This is an optimization exercise on Yosys and OpenROAD, whose aim is small area, a short achievable clock period and few clock cycles per item, not a production implementation.
Function was checked by simulation only, so behaviour that the tests miss may differ from the original.

Setup of harbor:
## shift_sub_mod_mul
module shift_sub_mod_mul #(
  parameter Data_Width = 256
)(
  input  logic                      i_clk,
  input  logic                      i_rst_n,
  input  logic                      i_load,
  input  logic [Data_Width - 1 : 0] i_a,
  input  logic [Data_Width - 1 : 0] i_b,
  input  logic [Data_Width - 1 : 0] i_m,
  output logic                      o_ready,
  output logic                      o_busy,
  output logic [Data_Width - 1 : 0] o_p
);
For scale: roughly 4600 cells after synthesis, ~1300 flip-flops, about 1000 I/O pins, about 63000 um^2 of cells after synthesis.
clock: 14.0 ns
lec_check: 0
cap_margin: 30
core_margin: 2
core_utilization: 35
setup_slack_margin: 0.5
slew_margin: 40
standard.sh (not shown) runs the stock make flow with config.mk's settings and CLKGATE_MAP_FILE= SYNTH_SCRIPT=/design/flow/synth_recipe.tcl, a recipe that flattens the netlist after the stock synthesis.
==> flow/flow/run.sh <==
#!/bin/bash
bash standard.sh SETUP_SLACK_MARGIN=9.5 finish > standard_run.log 2>&1
Testbench counts of harbor, summed over its fixed seeds: cycles 50,673, ops 192.
Edits applied to the flow inputs when going from harbor to indigo:
==> flow/run.sh (new file) <==
#!/bin/bash
# synth_recipe.tcl (not shown) runs the flow's synth.tcl, then flattens the netlist and writes it again
# the make line also repeats each setting of config.mk as NAME=value (left out here)
make -C /OpenROAD-flow-scripts/flow DESIGN_CONFIG=/design/flow/config.mk WORK_HOME=/design/flow/orfs CLKGATE_MAP_FILE= SYNTH_SCRIPT=/design/flow/synth_recipe.tcl finish
removed: flow/flow/run.sh
removed: flow/standard.sh
Notes after the runs:
- Summary: with harbor as the reference, HPWL after detailed placement in indigo moved down slightly.
- Status: clock insertion delay at the later pin of the skew report parity (indigo, harbor)
- Sort harbor and indigo by global-route usage asc -> top: indigo
- indigo ran to completion and came out clean on the timing, design-rule and antenna checks.
Edits applied to the flow inputs when going from indigo to juniper:
==> flow/flow/run.sh (new file) <==
#!/bin/bash
bash standard.sh SETUP_SLACK_MARGIN=9.5 "BUFFER_PORTS_ARGS=-buffer_cell sky130_fd_sc_hd__buf_1" finish > standard_run.log 2>&1
==> flow/standard.sh (new file) <==
#!/bin/bash
# synth_recipe.tcl (not shown) runs the flow's synth.tcl, then flattens the netlist and writes it again
# the make line also repeats each setting of config.mk as NAME=value (left out here)
make -C /OpenROAD-flow-scripts/flow DESIGN_CONFIG=/design/flow/config.mk WORK_HOME=/design/flow/orfs CLKGATE_MAP_FILE= SYNTH_SCRIPT=/design/flow/synth_recipe.tcl "${@:-finish}"
removed: flow/run.sh
Results
Capturing element of the worst setup path = s_r[188]: juniper; capturing element of the worst setup path = s_r[180]: indigo
As far as proportion of synthesized flip-flops having asynchronous set or reset goes, indigo and juniper are indistinguishable; the numbers are identical.
Final cell area: juniper above indigo
| routed length per instance | juniper vs indigo | about 17% higher |
Diff indigo -> juniper | delay of the slowest critical-path stage | decrease of 160 ps
Input-level comparison between willow and juniper:
==> flow/run.sh (new file) <==
#!/bin/bash
# synth_recipe.tcl (not shown) runs the flow's synth.tcl, then flattens the netlist and writes it again
# the make line also repeats each setting of config.mk as NAME=value (left out here)
make -C /OpenROAD-flow-scripts/flow DESIGN_CONFIG=/design/flow/config.mk WORK_HOME=/design/flow/orfs CLKGATE_MAP_FILE= SYNTH_SCRIPT=/design/flow/synth_recipe.tcl finish
--- a/flow/config.mk
+++ b/flow/config.mk
@@ -7,0 +8 @@
+export ABC_CLOCK_PERIOD_IN_PS = 4000
@@ -11 +12 @@
-export SETUP_SLACK_MARGIN = 0.5
+export SETUP_SLACK_MARGIN = 5
removed: flow/flow/run.sh
removed: flow/standard.sh
### Flow results
Summary of willow over juniper: buffer and inverter count on the worst path dropped 2, placed instance count barely changed.
In willow the final standard cell utilization of the core turned out 1.7 points lower than in juniper.

## P
shift_sub_mod_mul, a different RTL version from the one above (not shown whole).
Size in the first run: ~8400 cells after synthesis, roughly 1000 I/O pins, roughly 0.090 mm² of cells after synthesis.
export LEC_CHECK = 0
export CAP_MARGIN = 30
export CORE_MARGIN = 2
export CORE_UTILIZATION = 35
export SETUP_SLACK_MARGIN = 0.5
export SLEW_MARGIN = 40
create_clock -name core_clock -period 14.0 [get_ports {i_clk}]
==> flow/flow/run.sh <==
#!/bin/bash
bash standard.sh SETUP_SLACK_MARGIN=8.5 finish > standard_run.log 2>&1
P finished end to end and its layout was clean on timing, DRC and antenna.
Testbench counts of P, summed over its fixed seeds: cycles 25,722, ops 192.
Input changes introduced in Q (baseline for comparison: P):
==> flow/flow/run.sh <==
#!/bin/bash
bash standard.sh SETUP_SLACK_MARGIN=9.0 finish > standard_run.log 2>&1
Results
Worst setup path endpoint = zy2_r[1]: Q; worst setup path endpoint = cnt[0]: P. Per the comparison of Q with P, minimum clock period after layout went up. The final reports for Q and P show final cell area excluding filler cells higher in the former. Re wire length: P was lower than Q. In Q, the worst reg-to-reg setup slack came out 0.02 ns below the value in P. Cmp Q and P / highest fanout seen on the critical path / higher: P. Q vs. P: non-clock buffer count now larger; worst setup slack now smaller; hold slack comparable; routability congestion estimate now smaller.
Changes in R relative to Q:
==> flow/flow/run.sh <==
#!/bin/bash
bash standard.sh SETUP_SLACK_MARGIN=8.0 "BUFFER_PORTS_ARGS=-buffer_cell sky130_fd_sc_hd__buf_1" finish > standard_run.log 2>&1
==> notes.md <==
For R and Q, there was not a single run that failed to finish clean. Of R and Q, R shows the lower achievable clock frequency, with Q above it. What Q reported for routed wire length has to be multiplied by 0.882 to get the figure for R. Area used by multi-input combinational logic, R vs Q: down by a few percent.

[static timing again, ports no longer ideal]
Ports are ideal in the flow. The routed layouts listed here were re-timed in OpenROAD.
Step 1 assumes that a clkbuf_16 drives the clock port and a buf_2 every other input.
Step 2 times the ports against the registers' clock, not the clock port: input delays grow and output delays shrink by t, the midpoint of the rising clock arrivals with the driver on.
Slacks: no drivers / after step 1 / after step 2; pairs: no drivers / after step 1.
run | t (ns) | slack for setup (ns) | latest minus earliest clock arrival (ns)
harbor | 0.875 | 9.351 / 9.351 / 8.731 | 0.049 / 0.049
indigo | 0.861 | 7.653 / 7.653 / 7.653 | 0.048 / 0.048
juniper | 0.877 | 9.223 / 9.223 / 8.652 | 0.053 / 0.053
willow | 0.888 | 7.042 / 7.042 / 7.042 | 0.034 / 0.034
P | 0.966 | 8.457 / 8.457 / 7.804 | 0.067 / 0.066
Q | 0.954 | 8.433 / 8.433 / 7.796 | 0.079 / 0.079
R | 0.938 | 8.015 / 8.015 / 7.478 | 0.060 / 0.059
After both steps every run listed still meets setup and hold. The setup slack of P, which loses most, moves by 0.000 ns with the drivers and by -0.653 ns with both steps.
